This is an optimization exercise on Yosys and OpenROAD, whose aim is small area, not a production implementation.
At most, simulation tests tie the RTL to the original design; equivalence was not proved.
Power and IR drop assume default switching activity. The flow treats the clock pin as an ideal source, which a real chip does not have.

== S ==
==> flow/design.v <==
`timescale 1ns / 1ps
module Comparator #(parameter WORD_WIDTH = 16)
						 (input [WORD_WIDTH-1: 0] mx, my, ka1, ka0,
						  input valid, match_rst, rd, nrd, q,
						  output d);
	localparam NP = 2 * WORD_WIDTH;
	localparam N3 = NP / 3;
	localparam NR = NP - 3 * N3;
	localparam NH = N3 + (NR > 0);
	localparam NA = (NH + 3) / 4;
	wire [NP-1: 0] f = {my, mx};
	wire [NP-1: 0] k = {ka0, ka1};
	wire [4*NA-1: 0] hit;
	wire [NA-1: 0] any;
	genvar g;
	generate
		for (g = 0; g < N3; g = g + 1) begin : grp
			NoHit #(.N(3)) nh (.f(f[3*g +: 3]), .k(k[3*g +: 3]), .y(hit[g]));
		end
		if (NR > 0) begin : rest
			NoHit #(.N(NR)) nh (.f(f[NP-1: 3*N3]), .k(k[NP-1: 3*N3]), .y(hit[N3]));
		end
		if (4*NA > NH) begin : pad
			assign hit[4*NA-1: NH] = {(4*NA-NH){1'b1}};
		end
		for (g = 0; g < NA; g = g + 1) begin : tree
			if (g < NA - 1 || NH % 4 == 0) begin : full
				AnyHit #(.N(4)) ah (.nohit(hit[4*g +: 4]), .any(any[g]));
			end else begin : part
				AnyHit #(.N(NH % 4)) ah (.nohit(hit[4*g +: (NH % 4)]), .any(any[g]));
			end
		end
	endgenerate
	wire match = valid ? ~|any : match_rst;
	ResultHold hold (.match(match), .rd(rd), .nrd(nrd), .q(q), .d(d));
endmodule
module NoHit #(parameter N = 3) (input [N-1: 0] f, k, output y);
	assign y = ~|(f & k);
endmodule
module AnyHit #(parameter N = 4) (input [N-1: 0] nohit, output any);
	assign any = ~&nohit;
endmodule
module ResultHold (input match, rd, nrd, q, output d);
	assign d = (rd & match) | (nrd & q);
endmodule
`timescale 1ns / 1ps
module TCAM #(parameter WORD_WIDTH = 16, parameter MEMORY_SIZE = 32)
				 (input [WORD_WIDTH-1: 0] A, K,
				  input [$clog2(MEMORY_SIZE)-1: 0] write_addr,
				  input read, write, reset, clk,
				  output [MEMORY_SIZE-1: 0] matched);
	wire wr = write & ~read;
	wire [WORD_WIDTH-1: 0] ka1 = K & A;
	wire [WORD_WIDTH-1: 0] ka0 = K & ~A;
	wire match_rst = ~|ka1;
	wire rd = reset & read;
	wire [MEMORY_SIZE-1: 0] match_d;
	reg [MEMORY_SIZE-1: 0] match_q;
	assign matched = match_q;
	genvar i, b;
	generate
		for (i = 0; i < MEMORY_SIZE; i = i + 1) begin : entry
			reg [WORD_WIDTH-1: 0] mx, my;
			reg valid;
			wire [WORD_WIDTH-1: 0] mx_d, my_d;
			wire ld = wr & (write_addr == i);
			for (b = 0; b < WORD_WIDTH; b = b + 1) begin : col
				FlagHold hold (.ld(ld), .kp(~ld), .dx(ka0[b]), .dy(ka1[b]),
				               .qx(mx[b]), .qy(my[b]), .nx(mx_d[b]), .ny(my_d[b]));
			end
			always @(posedge clk) begin
				mx <= mx_d;
				my <= my_d;
			end
			always @(posedge clk or negedge reset) begin
				if (!reset) valid <= 1'b0;
				else if (ld) valid <= 1'b1;
			end
			Comparator #(.WORD_WIDTH(WORD_WIDTH)) comparator (.mx(mx), .my(my), .ka1(ka1), .ka0(ka0),
			                                                  .valid(valid), .match_rst(match_rst),
			                                                  .rd(rd), .nrd(~rd), .q(matched[i]), .d(match_d[i]));
		end
	endgenerate
	always @(posedge clk)
		match_q <= match_d;
endmodule
module FlagHold (input ld, kp, dx, dy, qx, qy, output nx, ny);
	assign nx = (ld & dx) | (kp & qx);
	assign ny = (ld & dy) | (kp & qy);
endmodule
Settings: LEC_CHECK=0, CAP_MARGIN=0, CORE_MARGIN=2, CORE_UTILIZATION=65, SLEW_MARGIN=0, SYNTH_HIERARCHICAL=1, SYNTH_MINIMUM_KEEP_SIZE=0; clock period 5.0 ns.
standard.sh (not shown) runs the stock make flow with config.mk's settings and CLKGATE_MAP_FILE= SYNTH_SCRIPT=/design/flow/synth_recipe.tcl, a recipe that flattens the netlist after the stock synthesis.
==> flow/flow/run.sh <==
#!/bin/bash
# The standard ORFS layout with a few changes:
#  - after the standard synthesis, combinational cells are reset to drive
#    strength 1 (flow/downsize.py); the placer's repair sizes up what needs it
#  - port buffers are buf_1 cells
#  - CTS clusters sinks into larger groups and inserts no dummy loads
# Each step's output goes to a log of its own here; ORFS keeps its own logs
# under orfs/logs.
set -euo pipefail
R=orfs/results/$FLOW_PLATFORM/TCAM/base
LIB=$FLOW_HOME/platforms/$FLOW_PLATFORM/lib/sky130_fd_sc_hd__tt_025C_1v80.lib

bash standard.sh synth > synth.log 2>&1
python3 flow/downsize.py "$LIB" "$R/1_2_yosys.v" > downsize.log 2>&1
rm -f "$R/1_synth.odb" "$R/1_synth.sdc"
bash standard.sh \
  BUFFER_PORTS_ARGS="-buffer_cell sky130_fd_sc_hd__buf_1" \
  CTS_ARGS="-sink_clustering_enable -repair_clock_nets -sink_clustering_size 30 -sink_clustering_max_diameter 80 -dont_use_dummy_load" \
  finish > standard.log 2>&1
==> flow/flow/downsize.py <==
#!/usr/bin/env python3
"""Replace each combinational cell of a mapped netlist by the drive-strength-1
variant of the same cell, where the library has one. Flip-flops are left
alone. The placer's repair steps size cells up again where slew, load or
timing need it.

usage: downsize.py LIBERTY NETLIST  (the netlist is rewritten in place)
"""
import re
import sys

lib, path = sys.argv[1], sys.argv[2]
cells = set(re.findall(r'cell\s*\(\s*"?(\w+)"?\s*\)', open(lib).read()))
keep = re.compile(r'sky130_fd_sc_hd__(s?e?df|dl|clk|conb|tap|fill|decap|diode)')
count = {}


def sub(m):
    name, base = m.group(0), m.group(1)
    if keep.match(name):
        return name
    small = base + '_1'
    if small == name or small not in cells:
        return name
    count[name] = count.get(name, 0) + 1
    return small


text = open(path).read()
text = re.sub(r'\b(sky130_fd_sc_hd__\w+?)_\d+\b(?=\s)', sub, text)
open(path, 'w').write(text)
for k in sorted(count):
    print(f'{k}: {count[k]} replaced')
Modified inputs, R compared to S
==> flow/design.v <==
`timescale 1ns / 1ps
module Comparator #(parameter WORD_WIDTH = 16)
						 (input [WORD_WIDTH-1: 0] mx, my, ka1, ka0,
						  input rd, nrd, q,
						  output d);
	localparam NP = 2 * WORD_WIDTH;
	localparam N3 = NP / 3;
	localparam NR = NP - 3 * N3;
	localparam NH = N3 + (NR > 0);
	localparam NA = (NH + 3) / 4;
	wire [NP-1: 0] f = {my, mx};
	wire [NP-1: 0] k = {ka0, ka1};
	wire [4*NA-1: 0] hit;
	wire [NA-1: 0] any;
	genvar g;
	generate
		for (g = 0; g < N3; g = g + 1) begin : grp
			NoHit #(.N(3)) nh (.f(f[3*g +: 3]), .k(k[3*g +: 3]), .y(hit[g]));
		end
		if (NR > 0) begin : rest
			NoHit #(.N(NR)) nh (.f(f[NP-1: 3*N3]), .k(k[NP-1: 3*N3]), .y(hit[N3]));
		end
		if (4*NA > NH) begin : pad
			assign hit[4*NA-1: NH] = {(4*NA-NH){1'b1}};
		end
		for (g = 0; g < NA; g = g + 1) begin : tree
			if (g < NA - 1 || NH % 4 == 0) begin : full
				AnyHit #(.N(4)) ah (.nohit(hit[4*g +: 4]), .any(any[g]));
			end else begin : part
				AnyHit #(.N(NH % 4)) ah (.nohit(hit[4*g +: (NH % 4)]), .any(any[g]));
			end
		end
	endgenerate
	ResultHold #(.N(NA)) hold (.any(any), .rd(rd), .nrd(nrd), .q(q), .d(d));
endmodule
module NoHit #(parameter N = 3) (input [N-1: 0] f, k, output y);
	assign y = ~|(f & k);
endmodule
module AnyHit #(parameter N = 4) (input [N-1: 0] nohit, output any);
	assign any = ~&nohit;
endmodule
module ResultHold #(parameter N = 3) (input [N-1: 0] any, input rd, nrd, q, output d);
	assign d = (rd & ~|any) | (nrd & q);
endmodule
`timescale 1ns / 1ps
module TCAM #(parameter WORD_WIDTH = 16, parameter MEMORY_SIZE = 32)
				 (input [WORD_WIDTH-1: 0] A, K,
				  input [$clog2(MEMORY_SIZE)-1: 0] write_addr,
				  input read, write, reset, clk,
				  output [MEMORY_SIZE-1: 0] matched);
	wire wr = write & ~read;
	wire [WORD_WIDTH-1: 0] dx = K & ~A;
	wire [WORD_WIDTH-1: 0] dy = K & A;
	wire [WORD_WIDTH-1: 0] ka1 = K & A;
	wire [WORD_WIDTH-1: 0] ka0 = K & ~A;
	wire rd = reset & read;
	wire [MEMORY_SIZE-1: 0] match_d;
	reg [MEMORY_SIZE-1: 0] match_q;
	assign matched = match_q;
	genvar i, b;
	generate
		for (i = 0; i < MEMORY_SIZE; i = i + 1) begin : entry
			reg [WORD_WIDTH-1: 0] mx, my;
			wire [WORD_WIDTH-1: 0] mx_d, my_d;
			wire sel  = wr & (write_addr == i);
			wire ldx = sel | ~reset;
			wire kpx = ~sel | ~reset;
			wire ldy = sel & reset;
			wire kpy = ~sel & reset;
			for (b = 0; b < WORD_WIDTH; b = b + 1) begin : col
				FlagHold hold (.ldx(ldx), .kpx(kpx), .ldy(ldy), .kpy(kpy),
				               .dx(dx[b]), .dy(dy[b]), .qx(mx[b]), .qy(my[b]),
				               .nx(mx_d[b]), .ny(my_d[b]));
			end
			always @(posedge clk) begin
				mx <= mx_d;
				my <= my_d;
			end
			Comparator #(.WORD_WIDTH(WORD_WIDTH)) comparator (.mx(mx), .my(my), .ka1(ka1), .ka0(ka0),
			                                                  .rd(rd), .nrd(~rd), .q(matched[i]), .d(match_d[i]));
		end
	endgenerate
	always @(posedge clk)
		match_q <= match_d;
endmodule
module FlagHold (input ldx, kpx, ldy, kpy, dx, dy, qx, qy,
                 output nx, ny);
	assign nx = (ldx | qx) & (kpx | dx);
	assign ny = (ldy & dy) | (kpy & qy);
endmodule
==> comparison <==
Of S and R, S shows the higher count of placed standard cells including taps, with R below it.
Looking at cell count after synthesis, R sits 42 higher than S does.
R vs. S: number of non-clock buffers in the layout went down by about 7.5%.
[compare] base=S new=R: height of the die shrank by about 0.8%, die area shrank by about 1.6%, mapped cell area shrank by about 1.7%.
Going from S to R, length of routed met3 wiring decreased by 300 um relative to the old numbers, layout multi-input combinational cell count increased by about 2.5% relative to the old numbers, worst setup slack decreased by 570 ps relative to the old numbers, sequential-cell power consumption decreased by 15% relative to the old numbers.
R: post-layout instance area about 2.4% below S
Relative to S, average cell area after synthesis decreased by 3.1% in R.
Of S and R, the run reporting the higher top achievable clock speed was S.
Taking R over S, the total power ratio works out to 0.858.
Only the layout flow was run in S; the RTL was not checked for function there.

* * *

== v10 ==
TCAM, a different RTL version from the one above (not shown whole).
For scale: about 2800 cells after synthesis, about 73 I/O pins.
==> module Comparator, before the edit <==
module Comparator #(parameter WORD_WIDTH = 16)
						 (input [WORD_WIDTH-1: 0] mx, my, ka1, ka0,
						  input rd, nrd, q,
						  output d);
	localparam NP = 2 * WORD_WIDTH;
	localparam N3 = NP / 3;
	localparam NR = NP - 3 * N3;
	localparam NH = N3 + (NR > 0);
	localparam NA = (NH + 3) / 4;
	wire [NP-1: 0] f = {my, mx};
	wire [NP-1: 0] k = {ka0, ka1};
	wire [4*NA-1: 0] hit;
	wire [NA-1: 0] any;
	genvar g;
	generate
		for (g = 0; g < N3; g = g + 1) begin : grp
			NoHit #(.N(3)) nh (.f(f[3*g +: 3]), .k(k[3*g +: 3]), .y(hit[g]));
		end
		if (NR > 0) begin : rest
			NoHit #(.N(NR)) nh (.f(f[NP-1: 3*N3]), .k(k[NP-1: 3*N3]), .y(hit[N3]));
		end
		if (4*NA > NH) begin : pad
			assign hit[4*NA-1: NH] = {(4*NA-NH){1'b1}};
		end
		for (g = 0; g < NA; g = g + 1) begin : tree
			if (g < NA - 1 || NH % 4 == 0) begin : full
				AnyHit #(.N(4)) ah (.nohit(hit[4*g +: 4]), .any(any[g]));
			end else begin : part
				AnyHit #(.N(NH % 4)) ah (.nohit(hit[4*g +: (NH % 4)]), .any(any[g]));
			end
		end
	endgenerate
	ResultHold #(.N(NA)) hold (.any(any), .rd(rd), .nrd(nrd), .q(q), .d(d));
endmodule
==> module ResultHold, before the edit <==
module ResultHold #(parameter N = 3) (input [N-1: 0] any, input rd, nrd, q, output d);
	assign d = (rd & ~|any) | (nrd & q);
endmodule
==> module TCAM, before the edit <==
module TCAM #(parameter WORD_WIDTH = 16, parameter MEMORY_SIZE = 32)
				 (input [WORD_WIDTH-1: 0] A, K,
				  input [$clog2(MEMORY_SIZE)-1: 0] write_addr,
				  input read, write, reset, clk,
				  output [MEMORY_SIZE-1: 0] matched);
	wire wr = write & ~read;
	wire [3: 0] pa;
	wire [MEMORY_SIZE/4-1: 0] pb;
	genvar j;
	generate
		for (j = 0; j < 4; j = j + 1) begin : pdec_a
			assign pa[j] = wr & (write_addr[1: 0] == j);
		end
		for (j = 0; j < MEMORY_SIZE/4; j = j + 1) begin : pdec_b
			assign pb[j] = (write_addr[$clog2(MEMORY_SIZE)-1: 2] == j);
		end
	endgenerate
	wire [WORD_WIDTH-1: 0] dx = K & ~A;
	wire [WORD_WIDTH-1: 0] dy = K & A;
	wire [WORD_WIDTH-1: 0] ka1 = K & A;
	wire [WORD_WIDTH-1: 0] ka0 = K & ~A;
	wire rd = reset & read;
	wire [MEMORY_SIZE-1: 0] match_d;
	reg [MEMORY_SIZE-1: 0] match_q;
	assign matched = match_q;
	genvar i, b;
	generate
		for (i = 0; i < MEMORY_SIZE; i = i + 1) begin : entry
			reg [WORD_WIDTH-1: 0] mx, my;
			wire [WORD_WIDTH-1: 0] mx_d, my_d;
			wire ldx, kpx, ldy, kpy;
			RowCtl row (.pa(pa[i % 4]), .pb(pb[i / 4]), .reset(reset), .nrst(~reset),
			            .ldx(ldx), .kpx(kpx), .ldy(ldy), .kpy(kpy));
			for (b = 0; b < WORD_WIDTH; b = b + 1) begin : col
				FlagHold hold (.ldx(ldx), .kpx(kpx), .ldy(ldy), .kpy(kpy),
				               .dx(dx[b]), .dy(dy[b]), .qx(mx[b]), .qy(my[b]),
				               .nx(mx_d[b]), .ny(my_d[b]));
			end
			always @(posedge clk) begin
				mx <= mx_d;
				my <= my_d;
			end
			Comparator #(.WORD_WIDTH(WORD_WIDTH)) comparator (.mx(mx), .my(my), .ka1(ka1), .ka0(ka0),
			                                                  .rd(rd), .nrd(~rd), .q(matched[i]), .d(match_d[i]));
		end
	endgenerate
	always @(posedge clk)
		match_q <= match_d;
endmodule
==> module RowCtl, before the edit <==
module RowCtl (input pa, pb, reset, nrst, output ldx, kpx, ldy, kpy);
	wire sel = pa & pb;
	assign ldx = sel | nrst;
	assign kpx = ~(sel & reset);
	assign ldy = sel & reset;
	assign kpy = ~(sel | nrst);
endmodule
==> module FlagHold, before the edit <==
module FlagHold (input ldx, kpx, ldy, kpy, dx, dy, qx, qy,
                 output nx, ny);
	assign nx = (ldx | qx) & (kpx | dx);
	assign ny = (ldy & dy) | (kpy & qy);
endmodule
clock: 5.0 ns
lec_check: 0
cap_margin: 10
core_margin: 2
core_utilization: 60
place_density: 0.85
slew_margin: 10
synth_hierarchical: 1
synth_minimum_keep_size: 0
Scripts as last shown in full above: flow/flow/run.sh, flow/flow/downsize.py
Here is what was changed in the inputs of v34 compared with v10.
==> flow/design.v <==
`timescale 1ns / 1ps
module Comparator #(parameter WORD_WIDTH = 16)
						 (input [WORD_WIDTH-1: 0] mx, my, ka1, ka0,
						  input valid, match_rst, rd, nrd, q,
						  output d);
	localparam NP = 2 * WORD_WIDTH;
	localparam N3 = NP / 3;
	localparam NR = NP - 3 * N3;
	localparam NH = N3 + (NR > 0);
	localparam NA = (NH + 3) / 4;
	wire [NP-1: 0] f = {my, mx};
	wire [NP-1: 0] k = {ka0, ka1};
	wire [4*NA-1: 0] hit;
	wire [NA-1: 0] any;
	genvar g;
	generate
		for (g = 0; g < N3; g = g + 1) begin : grp
			NoHit #(.N(3)) nh (.f(f[3*g +: 3]), .k(k[3*g +: 3]), .y(hit[g]));
		end
		if (NR > 0) begin : rest
			NoHit #(.N(NR)) nh (.f(f[NP-1: 3*N3]), .k(k[NP-1: 3*N3]), .y(hit[N3]));
		end
		if (4*NA > NH) begin : pad
			assign hit[4*NA-1: NH] = {(4*NA-NH){1'b1}};
		end
		for (g = 0; g < NA; g = g + 1) begin : tree
			if (g < NA - 1 || NH % 4 == 0) begin : full
				AnyHit #(.N(4)) ah (.nohit(hit[4*g +: 4]), .any(any[g]));
			end else begin : part
				AnyHit #(.N(NH % 4)) ah (.nohit(hit[4*g +: (NH % 4)]), .any(any[g]));
			end
		end
	endgenerate
	ResultHold #(.N(NA)) hold (.any(any), .valid(valid), .match_rst(match_rst),
	                           .rd(rd), .nrd(nrd), .q(q), .d(d));
endmodule
module NoHit #(parameter N = 3) (input [N-1: 0] f, k, output y);
	assign y = ~|(f & k);
endmodule
module AnyHit #(parameter N = 4) (input [N-1: 0] nohit, output any);
	assign any = ~&nohit;
endmodule
module ResultHold #(parameter N = 3) (input [N-1: 0] any, input valid, match_rst, rd, nrd, q,
                                      output d);
	wire match = valid ? ~|any : match_rst;
	assign d = (rd & match) | (nrd & q);
endmodule
`timescale 1ns / 1ps
module TCAM #(parameter WORD_WIDTH = 16, parameter MEMORY_SIZE = 32)
				 (input [WORD_WIDTH-1: 0] A, K,
				  input [$clog2(MEMORY_SIZE)-1: 0] write_addr,
				  input read, write, reset, clk,
				  output [MEMORY_SIZE-1: 0] matched);
	wire wr = write & ~read;
	wire [3: 0] pa;
	wire [MEMORY_SIZE/4-1: 0] pb;
	genvar j;
	generate
		for (j = 0; j < 4; j = j + 1) begin : pdec_a
			assign pa[j] = wr & (write_addr[1: 0] == j);
		end
		for (j = 0; j < MEMORY_SIZE/4; j = j + 1) begin : pdec_b
			assign pb[j] = (write_addr[$clog2(MEMORY_SIZE)-1: 2] == j);
		end
	endgenerate
	wire [WORD_WIDTH-1: 0] ka1 = K & A;
	wire [WORD_WIDTH-1: 0] ka0 = K & ~A;
	wire match_rst = ~|ka1;
	wire rd = reset & read;
	wire [MEMORY_SIZE-1: 0] match_d;
	reg [MEMORY_SIZE-1: 0] match_q;
	assign matched = match_q;
	genvar i, b;
	generate
		for (i = 0; i < MEMORY_SIZE; i = i + 1) begin : entry
			reg [WORD_WIDTH-1: 0] mx, my;
			reg valid;
			wire [WORD_WIDTH-1: 0] mx_d, my_d;
			wire ld, kp;
			RowCtl row (.pa(pa[i % 4]), .pb(pb[i / 4]), .ld(ld), .kp(kp));
			for (b = 0; b < WORD_WIDTH; b = b + 1) begin : col
				FlagHold hold (.ld(ld), .kp(kp), .dx(ka0[b]), .dy(ka1[b]),
				               .qx(mx[b]), .qy(my[b]), .nx(mx_d[b]), .ny(my_d[b]));
			end
			always @(posedge clk) begin
				mx <= mx_d;
				my <= my_d;
			end
			always @(posedge clk or negedge reset) begin
				if (!reset) valid <= 1'b0;
				else if (ld) valid <= 1'b1;
			end
			Comparator #(.WORD_WIDTH(WORD_WIDTH)) comparator (.mx(mx), .my(my), .ka1(ka1), .ka0(ka0),
			                                                  .valid(valid), .match_rst(match_rst),
			                                                  .rd(rd), .nrd(~rd), .q(matched[i]), .d(match_d[i]));
		end
	endgenerate
	always @(posedge clk)
		match_q <= match_d;
endmodule
module RowCtl (input pa, pb, output ld, kp);
	assign ld = pa & pb;
	assign kp = ~(pa & pb);
endmodule
module FlagHold (input ld, kp, dx, dy, qx, qy, output nx, ny);
	assign nx = (ld & dx) | (kp & qx);
	assign ny = (ld & dy) | (kp & qy);
endmodule
### Flow results
- Comparing the two runs side by side, v34 comes out behind v10 on total net switching power.
- Layout overhead on the synthesized area for v34: 0.34 points down relative to v10
- Number of nets at the end of the flow for v34 is higher than for v10.
- Fraction of area in non-clock buffers (higher): v10
- Summary of the comparison: number of core rows is higher in v34, relative to v10.
- Share of cell area taken by multi-input logic gates | v34 below v10
- Row cell area after technology mapping: v34 higher / v10 lower
- Per the comparison of v34 with v10, total half-perimeter wirelength after legalization and detailed placement fell about 4.3%; area enclosed by the die boundary rose by 0.0015 mm²; number of cells in the finished layout apart from fillers increased 74; arrival time at the worst endpoint increased 0.29 ns; synthesized cell count went up 69.

==> afterwards: timing with drivers on the ports <==
How much do the figures lean on ideal ports? The routed layouts below were timed once more, with nothing changed but the port constraints.
Step 1 assumes that a clkbuf_16 drives the clock port and a buf_2 every other input.
Step 2 also shifts input and output timing later by t, the mid clock arrival at the registers, as if the neighbouring blocks saw the same clock.
Slacks: no drivers / after step 1 / after step 2; pairs: no drivers / after step 1.
| run | t (ns) | setup slack, ns | worst data-port slew with drivers (ns) |
|---|---|---|---|
| S | 0.680 | 2.105 / 2.149 / 1.469 | 0.19 |
| R | 0.680 | 1.531 / 1.480 / 0.800 | 0.11 |
| v10 | 0.675 | 2.083 / 2.114 / 1.438 | 0.04 |
| v34 | 0.683 | 1.800 / 1.836 / 1.153 | 0.06 |
After both steps every run listed still meets setup and hold. The setup slack of R, which loses most, moves by -0.051 ns with the drivers and by -0.731 ns with both steps.
